From an optimization exercise on the open Yosys and OpenROAD flow, aimed at small area, a short achievable clock period and few clock cycles; shortcuts taken in it are not production practice. The RTL was checked by simulation tests, not by an equivalence proof against the original design. The flow treats the clock pin as an ideal source. Dropping or thinning the clock tree relies on that and would not hold on a real chip. Power figures rest on the tool's default switching activity, not on a simulated workload.

job 1726:
==> flow/design.v (excerpt) <==
module gaussian_pyramid #(
                    parameter BIT_DEPTH = 8,
                    parameter TOP_WIDTH = 16,
                    parameter TOP_HEIGHT = 16
                    ) (
                    input wire clk_in,
                    input wire rst_in,
                    output logic [$clog2(TOP_WIDTH * TOP_HEIGHT)-1:0] ext_read_addr,
                    output logic ext_read_addr_valid,
                    input wire [BIT_DEPTH-1:0] ext_pixel_in,
                    output logic [$clog2(TOP_WIDTH * TOP_HEIGHT)-1:0] O1L1_write_addr,
                    output logic O1L1_write_valid,
                    output logic [BIT_DEPTH-1:0] O1L1_pixel_out,
                    output logic [$clog2(TOP_WIDTH * TOP_HEIGHT)-1:0] O1L2_write_addr,
                    output logic O1L2_write_valid,
                    output logic [BIT_DEPTH-1:0] O1L2_pixel_out,
                    output logic [$clog2(TOP_WIDTH * TOP_HEIGHT)-1:0] O1L3_write_addr,
                    output logic O1L3_write_valid,
                    output logic [BIT_DEPTH-1:0] O1L3_pixel_out,
                    output logic [$clog2(TOP_WIDTH / 2 * TOP_HEIGHT / 2)-1:0] O2L1_write_addr,
                    output logic O2L1_write_valid,
                    output logic [BIT_DEPTH-1:0] O2L1_pixel_out,
                    output logic [$clog2(TOP_WIDTH / 2 * TOP_HEIGHT / 2)-1:0] O2L2_write_addr,
                    output logic O2L2_write_valid,
                    output logic [BIT_DEPTH-1:0] O2L2_pixel_out,
                    output logic [$clog2(TOP_WIDTH / 2 * TOP_HEIGHT / 2)-1:0] O2L3_write_addr,
                    output logic O2L3_write_valid,
                    output logic [BIT_DEPTH-1:0] O2L3_pixel_out,
                    output logic [$clog2(TOP_WIDTH / 4 * TOP_HEIGHT / 4)-1:0] O3L1_write_addr,
                    output logic O3L1_write_valid,
                    output logic [BIT_DEPTH-1:0] O3L1_pixel_out,
                    output logic [$clog2(TOP_WIDTH / 4 * TOP_HEIGHT / 4)-1:0] O3L2_write_addr,
                    output logic O3L2_write_valid,
                    output logic [BIT_DEPTH-1:0] O3L2_pixel_out,
                    output logic [$clog2(TOP_WIDTH / 4 * TOP_HEIGHT / 4)-1:0] O3L3_write_addr,
                    output logic O3L3_write_valid,
                    output logic [BIT_DEPTH-1:0] O3L3_pixel_out,
                    input wire start_in,
                    output logic pyramid_done
                    );
For scale: ~2500 cells after synthesis, ~1200 flip-flops, roughly 160 I/O pins, about 0.040 mm² of cells after synthesis.
clock: 10.0 ns
lec_check: 0
cap_margin: 20
core_margin: 2
core_utilization: 60
slew_margin: 20
synth_memory_max_bits: 16384
standard.sh (not shown) runs the stock make flow with config.mk's settings and CLKGATE_MAP_FILE= SYNTH_SCRIPT=/design/flow/synth_recipe.tcl, a recipe that flattens the netlist after the stock synthesis.
==> flow/flow/run.sh <==
#!/bin/bash
set -euo pipefail
bash standard.sh "POST_CTS_TCL=$PWD/flow/post_cts.tcl" SETUP_SLACK_MARGIN=6.75 BUFFER_PORTS_ARGS=-buffer_cell\ sky130_fd_sc_hd__buf_2 CTS_ARGS=-sink_clustering_enable\ -repair_clock_nets\ -dont_use_dummy_load\ -sink_clustering_size\ 30\ -sink_clustering_max_diameter\ 60 finish > standard_flow.log 2>&1
Other scripts of this flow, unchanged in this note and not shown: flow/flow/post_cts.tcl
Job 1726 ended with every stage complete and zero timing, DRC or antenna violations.
Testbench counts of job 1726, summed over its fixed seeds: cycles 7,392.
The following lists how job 3043 was set up differently from job 1726:
==> flow/flow/run.sh <==
#!/bin/bash
set -euo pipefail
bash standard.sh "POST_CTS_TCL=$PWD/flow/post_cts.tcl" SETUP_SLACK_MARGIN=6.9 BUFFER_PORTS_ARGS=-buffer_cell\ sky130_fd_sc_hd__buf_2 CTS_ARGS=-sink_clustering_enable\ -repair_clock_nets\ -dont_use_dummy_load\ -sink_clustering_size\ 30\ -sink_clustering_max_diameter\ 60 finish > standard_flow.log 2>&1
==> notes.md <==
Job 3043 and job 1726 all finish clean.
Job 3043 — relative area change from synthesis to final layout 4.4 points higher, job 1726 as reference
Global-route usage | job 3043 above job 1726
Worst setup slack after layout: job 3043 better than job 1726
Job 3043 vs job 1726, beginning of the critical path: b4.out_d[4] vs b4.sub_v
| share of power burned in combinational logic | lower: job 1726 |
Here is what was changed in the inputs of job 2685 compared with job 3043.
Settings: changing CORE_UTILIZATION from 60 to 50.
==> flow/flow/run.sh <==
#!/bin/bash
set -euo pipefail
bash standard.sh "POST_CTS_TCL=$PWD/flow/post_cts.tcl" SETUP_SLACK_MARGIN=6.75 BUFFER_PORTS_ARGS=-buffer_cell\ sky130_fd_sc_hd__buf_2 CTS_ARGS=-sink_clustering_enable\ -repair_clock_nets\ -dont_use_dummy_load\ -sink_clustering_size\ 30\ -sink_clustering_max_diameter\ 60 finish > standard_flow.log 2>&1
==> notes.md <==
Maximum fanout along the worst path for job 2685 is higher than for job 3043.
Looking at origin of the worst setup path, the b4.out_d[4] result is from job 3043; the b2.out_addr[3] one comes from job 2685.
~same slew at the pin closest to its max-slew limit in job 2685 and job 3043
Relative to job 3043, met2 layer wire length in the routed design has gone down in job 2685.
Job 3043 vs job 2685, worst-path cell with the longest stage delay: dfxtp_4 vs dfxtp_2
Final cell area: job 2685 below job 3043
Changes in job 7288 relative to job 2685:
Settings: a change of CORE_UTILIZATION from 50 to 60.
==> flow/flow/run.sh <==
#!/bin/bash
set -euo pipefail
bash standard.sh "POST_CTS_TCL=$PWD/flow/post_cts.tcl" SETUP_SLACK_MARGIN=6.75 BUFFER_PORTS_ARGS=-buffer_cell\ sky130_fd_sc_hd__buf_2 CTS_ARGS=-sink_clustering_enable\ -repair_clock_nets\ -dont_use_dummy_load\ -sink_clustering_size\ 40\ -sink_clustering_max_diameter\ 55 finish > standard_flow.log 2>&1
Results
- Setup slack: lower on job 7288
- Compared to job 2685, job 7288 has hold slack 29 ps lower.
- Sum of net half-perimeters after detailed placement was higher in the run labelled job 7288.
#### Input delta (job 5807 over job 7288)
==> flow/flow/run.sh <==
#!/bin/bash
set -euo pipefail
bash standard.sh "POST_CTS_TCL=$PWD/flow/post_cts.tcl" SETUP_SLACK_MARGIN=7.0 BUFFER_PORTS_ARGS=-buffer_cell\ sky130_fd_sc_hd__buf_2 CTS_ARGS=-sink_clustering_enable\ -repair_clock_nets\ -dont_use_dummy_load\ -sink_clustering_size\ 30\ -sink_clustering_max_diameter\ 60 finish > standard_flow.log 2>&1
Notes after the runs:
Compared with job 7288, in job 5807 total power went up, first-iteration DRC count went up, actual transition at the worst max-transition pin went up. Final critical-path required period improves in job 5807 relative to job 7288. There was hardly any difference in number of antenna violations at the first check in global routing between job 7288 and job 5807. Post-layout instance area: job 5807 > job 7288. Looking at combinational power, job 5807 sits about 11% higher than job 7288 does.
Changes in job 4173 relative to job 5807:
==> flow/flow/run.sh <==
#!/bin/bash
set -euo pipefail
bash standard.sh "POST_CTS_TCL=$PWD/flow/post_cts.tcl" SETUP_SLACK_MARGIN=6.7 BUFFER_PORTS_ARGS=-buffer_cell\ sky130_fd_sc_hd__buf_2 CTS_ARGS=-sink_clustering_enable\ -repair_clock_nets\ -dont_use_dummy_load\ -sink_clustering_size\ 30\ -sink_clustering_max_diameter\ 60 finish > standard_flow.log 2>&1
## What came out
Every stage of the flow completed for job 4173, and the final layout passed the timing, design-rule and antenna checks.
Between job 4173 and job 5807, post-layout net count is higher for job 5807, job 4173 comes in under that.
Of job 4173 and job 5807, it is job 4173 that has the lower maximum frequency.
On minimum hold slack, job 4173 and job 5807 are neck and neck.
Power drawn by the clock network (lower): job 4173
Cell count: job 4173 lower than job 5807

* * *

The RTL this note starts from:
==> flow/design.v <==
`timescale 1ns / 1ps
`default_nettype none
module blur_unit #(
    parameter W = 16,
    parameter FREE = 0
) (
    input wire clk_in,
    input wire rst_in,
    input wire in_v,
    input wire [7:0] in_d,
    input wire [2*$clog2(W)-1:0] in_addr,  
    output logic out_v,
    output logic [7:0] out_d,
    output logic [2*$clog2(W)-1:0] out_addr,
    output logic sub_v  
);
    localparam XW = $clog2(W);
    wire [XW-1:0] ix = in_addr[XW-1:0];
    wire [XW-1:0] iy = in_addr[2*XW-1:XW];
    logic [XW-1:0] fx;
    logic flushing;
    wire tok = in_v | flushing;
    logic [7:0] lb1 [0:W-1];
    logic [7:0] lb2 [0:W-1];
    always_ff @(posedge clk_in) begin
        if (FREE || tok) begin
            lb1[0] <= in_d;
            lb2[0] <= (iy == 0) ? in_d : lb1[W-1];
            for (int k = 1; k < W; k++) begin
                lb1[k] <= lb1[k-1];
                lb2[k] <= lb2[k-1];
            end
        end
    end
    wire [7:0] mid = lb1[W-1];
    wire [7:0] top = lb2[W-1];
    wire [7:0] bot = flushing ? mid : in_d;
    wire [9:0] vsum = {2'b00, top} + {1'b0, mid, 1'b0} + {2'b00, bot};
    wire vtok = (in_v && iy != 0) || flushing;
    wire [XW-1:0] vxn = flushing ? fx : ix;
    logic [9:0] vr;
    logic vv, vx0, vxl;
    always_ff @(posedge clk_in) begin
        vr <= vsum;
        vx0 <= vxn == 0;
        vxl <= vxn == W-1;
        if (rst_in) begin
            fx <= 0;
            flushing <= 0;
            vv <= 0;
        end else begin
            vv <= vtok;
            if (in_v && ix == W-1 && iy == W-1) flushing <= 1;
            if (flushing) begin
                fx <= fx + 1'b1;
                if (fx == W-1) flushing <= 0;
            end
        end
    end
    logic [9:0] ha, hb;
    logic pend;
    wire [9:0] tc = pend ? hb : vr;
    wire [11:0] hsum = {2'b00, ha} + {1'b0, hb, 1'b0} + {2'b00, tc};
    wire htok = (vv && !vx0) || pend;
    wire [2*XW-1:0] next_addr = out_addr + out_v;
    always_ff @(posedge clk_in) begin
        if (FREE || vv) begin
            ha <= vx0 ? vr : hb;
            hb <= vr;
        end
        out_d <= hsum[11:4];
        if (rst_in) begin
            pend <= 0;
            out_v <= 0;
            sub_v <= 0;
            out_addr <= 0;
        end else begin
            pend <= vv && vxl;
            out_v <= htok;
            sub_v <= htok && !next_addr[0] && !next_addr[XW];
            out_addr <= next_addr;
        end
    end
endmodule
`default_nettype wire
`timescale 1ns / 1ps
`default_nettype none
module gaussian_pyramid #(
                    parameter BIT_DEPTH = 8,
                    parameter TOP_WIDTH = 16,
                    parameter TOP_HEIGHT = 16
                    ) (
                    input wire clk_in,
                    input wire rst_in,
                    output logic [$clog2(TOP_WIDTH * TOP_HEIGHT)-1:0] ext_read_addr,
                    output logic ext_read_addr_valid,
                    input wire [BIT_DEPTH-1:0] ext_pixel_in,
                    output logic [$clog2(TOP_WIDTH * TOP_HEIGHT)-1:0] O1L1_write_addr,
                    output logic O1L1_write_valid,
                    output logic [BIT_DEPTH-1:0] O1L1_pixel_out,
                    output logic [$clog2(TOP_WIDTH * TOP_HEIGHT)-1:0] O1L2_write_addr,
                    output logic O1L2_write_valid,
                    output logic [BIT_DEPTH-1:0] O1L2_pixel_out,
                    output logic [$clog2(TOP_WIDTH * TOP_HEIGHT)-1:0] O1L3_write_addr,
                    output logic O1L3_write_valid,
                    output logic [BIT_DEPTH-1:0] O1L3_pixel_out,
                    output logic [$clog2(TOP_WIDTH / 2 * TOP_HEIGHT / 2)-1:0] O2L1_write_addr,
                    output logic O2L1_write_valid,
                    output logic [BIT_DEPTH-1:0] O2L1_pixel_out,
                    output logic [$clog2(TOP_WIDTH / 2 * TOP_HEIGHT / 2)-1:0] O2L2_write_addr,
                    output logic O2L2_write_valid,
                    output logic [BIT_DEPTH-1:0] O2L2_pixel_out,
                    output logic [$clog2(TOP_WIDTH / 2 * TOP_HEIGHT / 2)-1:0] O2L3_write_addr,
                    output logic O2L3_write_valid,
                    output logic [BIT_DEPTH-1:0] O2L3_pixel_out,
                    output logic [$clog2(TOP_WIDTH / 4 * TOP_HEIGHT / 4)-1:0] O3L1_write_addr,
                    output logic O3L1_write_valid,
                    output logic [BIT_DEPTH-1:0] O3L1_pixel_out,
                    output logic [$clog2(TOP_WIDTH / 4 * TOP_HEIGHT / 4)-1:0] O3L2_write_addr,
                    output logic O3L2_write_valid,
                    output logic [BIT_DEPTH-1:0] O3L2_pixel_out,
                    output logic [$clog2(TOP_WIDTH / 4 * TOP_HEIGHT / 4)-1:0] O3L3_write_addr,
                    output logic O3L3_write_valid,
                    output logic [BIT_DEPTH-1:0] O3L3_pixel_out,
                    input wire start_in,
                    output logic pyramid_done
                    );
    logic rd_v1, rd_v2;
    always_ff @(posedge clk_in) begin
        if (rst_in) begin
            ext_read_addr_valid <= 0;
            ext_read_addr <= 0;
            rd_v1 <= 0;
            rd_v2 <= 0;
            O1L1_write_valid <= 0;
            O1L1_write_addr <= 0;
        end else begin
            if (start_in) ext_read_addr_valid <= 1;
            else if (ext_read_addr == 8'hff) ext_read_addr_valid <= 0;
            ext_read_addr <= ext_read_addr + ext_read_addr_valid;
            rd_v1 <= ext_read_addr_valid;
            rd_v2 <= rd_v1;
            O1L1_write_valid <= rd_v2;
            O1L1_write_addr <= O1L1_write_addr + O1L1_write_valid;
        end
        O1L1_pixel_out <= ext_pixel_in;
    end
    logic o1_sub, o1l2_sub, o2_sub, o2l2_sub, o3l2_sub, o3l3_sub;
    blur_unit #(.W(16), .FREE(1)) b1 (
        .clk_in(clk_in), .rst_in(rst_in),
        .in_v(O1L1_write_valid), .in_d(O1L1_pixel_out), .in_addr(O1L1_write_addr),
        .out_v(O1L2_write_valid), .out_d(O1L2_pixel_out), .out_addr(O1L2_write_addr),
        .sub_v(o1l2_sub));
    blur_unit #(.W(16), .FREE(1)) b2 (
        .clk_in(clk_in), .rst_in(rst_in),
        .in_v(O1L2_write_valid), .in_d(O1L2_pixel_out), .in_addr(O1L2_write_addr),
        .out_v(O1L3_write_valid), .out_d(O1L3_pixel_out), .out_addr(O1L3_write_addr),
        .sub_v(o1_sub));
    assign O2L1_write_valid = o1_sub;
    assign O2L1_pixel_out = O1L3_pixel_out;
    assign O2L1_write_addr = {O1L3_write_addr[7:5], O1L3_write_addr[3:1]};
    blur_unit #(.W(8), .FREE(0)) b3 (
        .clk_in(clk_in), .rst_in(rst_in),
        .in_v(o1_sub), .in_d(O1L3_pixel_out), .in_addr(O2L1_write_addr),
        .out_v(O2L2_write_valid), .out_d(O2L2_pixel_out), .out_addr(O2L2_write_addr),
        .sub_v(o2l2_sub));
    blur_unit #(.W(8), .FREE(0)) b4 (
        .clk_in(clk_in), .rst_in(rst_in),
        .in_v(O2L2_write_valid), .in_d(O2L2_pixel_out), .in_addr(O2L2_write_addr),
        .out_v(O2L3_write_valid), .out_d(O2L3_pixel_out), .out_addr(O2L3_write_addr),
        .sub_v(o2_sub));
    assign O3L1_write_valid = o2_sub;
    assign O3L1_pixel_out = O2L3_pixel_out;
    assign O3L1_write_addr = {O2L3_write_addr[5:4], O2L3_write_addr[2:1]};
    blur_unit #(.W(4), .FREE(0)) b5 (
        .clk_in(clk_in), .rst_in(rst_in),
        .in_v(o2_sub), .in_d(O2L3_pixel_out), .in_addr(O3L1_write_addr),
        .out_v(O3L2_write_valid), .out_d(O3L2_pixel_out), .out_addr(O3L2_write_addr),
        .sub_v(o3l2_sub));
    blur_unit #(.W(4), .FREE(0)) b6 (
        .clk_in(clk_in), .rst_in(rst_in),
        .in_v(O3L2_write_valid), .in_d(O3L2_pixel_out), .in_addr(O3L2_write_addr),
        .out_v(O3L3_write_valid), .out_d(O3L3_pixel_out), .out_addr(O3L3_write_addr),
        .sub_v(o3l3_sub));
    always_ff @(posedge clk_in) begin
        if (rst_in) pyramid_done <= 0;
        else pyramid_done <= O3L3_write_valid && O3L3_write_addr == 4'hf;
    end
endmodule
`default_nettype wire
clock: 10.0 ns
lec_check: 0
cap_margin: 20
core_margin: 2
core_utilization: 40
slew_margin: 20
synth_memory_max_bits: 16384
run.sh (not shown) runs the stock make flow with config.mk's settings and CLKGATE_MAP_FILE= SYNTH_SCRIPT=/design/flow/synth_recipe.tcl, a recipe that flattens the netlist after the stock synthesis.
Stock flow here: none of the scripts above is used.
The starting point passed the timing, design-rule and antenna checks.
Testbench counts at the start, summed over its fixed seeds: cycles 7,392.
==> next run, changes <==
==> flow/flow/run.sh (new file) <==
#!/bin/bash
set -euo pipefail
bash standard.sh SETUP_SLACK_MARGIN=6.75 BUFFER_PORTS_ARGS=-buffer_cell\ sky130_fd_sc_hd__buf_2 CTS_ARGS=-sink_clustering_enable\ -repair_clock_nets\ -dont_use_dummy_load\ -sink_clustering_size\ 30\ -sink_clustering_max_diameter\ 60\ -tree_buf\ sky130_fd_sc_hd__clkbuf_8 finish > standard_flow.log 2>&1
==> flow/standard.sh (new file) <==
#!/bin/bash
# synth_recipe.tcl (not shown) runs the flow's synth.tcl, then flattens the netlist and writes it again
# the make line also repeats each setting of config.mk as NAME=value (left out here)
make -C /OpenROAD-flow-scripts/flow DESIGN_CONFIG=/design/flow/config.mk WORK_HOME=/design/flow/orfs CLKGATE_MAP_FILE= SYNTH_SCRIPT=/design/flow/synth_recipe.tcl "${@:-finish}"
- CORE_UTILIZATION: 40 -> 60
removed: flow/run.sh
=> Routed wire length fell by 9.0%; sequential power hardly moves; power goes down by 14%; synthesized area is unchanged; worst hold slack gets worse by 0.010 ns; global-route usage went up by 4.7 points; utilization rose by 19 points; die area went down by 33%.
==> next run, changes <==
==> flow/flow/run.sh (replaced) <==
#!/bin/bash
set -euo pipefail
bash standard.sh SETUP_SLACK_MARGIN=7 BUFFER_PORTS_ARGS=-buffer_cell\ sky130_fd_sc_hd__buf_2 CTS_ARGS=-sink_clustering_enable\ -repair_clock_nets\ -dont_use_dummy_load\ -sink_clustering_size\ 20\ -sink_clustering_max_diameter\ 40 finish > standard_flow.log 2>&1
Result: The changed run ran to the end with no violations. Non-clock buffer count increases by 129. Area after synthesis is unchanged. Setup slack got worse by 0.031 ns.
==> next run, changes <==
==> flow/flow/run.sh (replaced) <==
#!/bin/bash
set -euo pipefail
bash standard.sh SETUP_SLACK_MARGIN=6.5 BUFFER_PORTS_ARGS=-buffer_cell\ sky130_fd_sc_hd__buf_2 CTS_ARGS=-sink_clustering_enable\ -repair_clock_nets\ -dont_use_dummy_load\ -sink_clustering_size\ 30\ -sink_clustering_max_diameter\ 60 finish > standard_flow.log 2>&1
Outcome: Total power shrinks by 12%. Setup slack got worse by 0.16 ns. Routed wire length shrinks by 8.2%. Final area shrinks by 8.4%.

-- afterwards: timing with drivers on the ports --
The results above use ideal ports. As a check the final layouts listed here were re-extracted and re-timed, cells and wires unchanged. Step 1, drivers: a clkbuf_16 drives clk_in and a buf_2 each remaining input, both assumed. Step 2, shift: input delay + t, output delay - t, t = (earliest + latest rising clock arrival at the registers) / 2. This alone moves slack from input paths to output paths. a / b / c = no drivers / after step 1 / after step 2; a / b = the first two.
run | t, ns | setup WS [ns] | hold slack, ns
job 1726 | 0.569 | 6.918 / 6.788 / 6.498 | 0.287 / 0.287 / 0.287
job 3043 | 0.571 | 6.944 / 6.812 / 6.678 | 0.286 / 0.286 / 0.286
job 2685 | 0.595 | 6.921 / 6.787 / 6.931 | 0.291 / 0.291 / 0.291
job 7288 | 0.603 | 6.880 / 6.747 / 6.467 | 0.262 / 0.262 / 0.262
job 5807 | 0.572 | 6.969 / 6.839 / 6.746 | 0.286 / 0.287 / 0.287
job 4173 | 0.569 | 6.879 / 6.751 / 6.499 | 0.287 / 0.287 / 0.287
the first run of note 2 | 0.742 | 6.027 / 5.965 / 6.582 | 0.293 / 0.293 / 0.293
the second run of note 2 | 0.656 | 6.812 / 6.749 / 6.476 | 0.283 / 0.283 / 0.283
the third run of note 2 | 0.738 | 6.781 / 6.719 / 6.541 | 0.286 / 0.286 / 0.286
the fourth run of note 2 | 0.656 | 6.617 / 6.554 / 6.471 | 0.282 / 0.282 / 0.282
After both steps every run listed still meets setup and hold. For job 1726, which loses most, drivers alone change the setup slack by -0.130 ns; drivers and shift together by -0.420 ns.
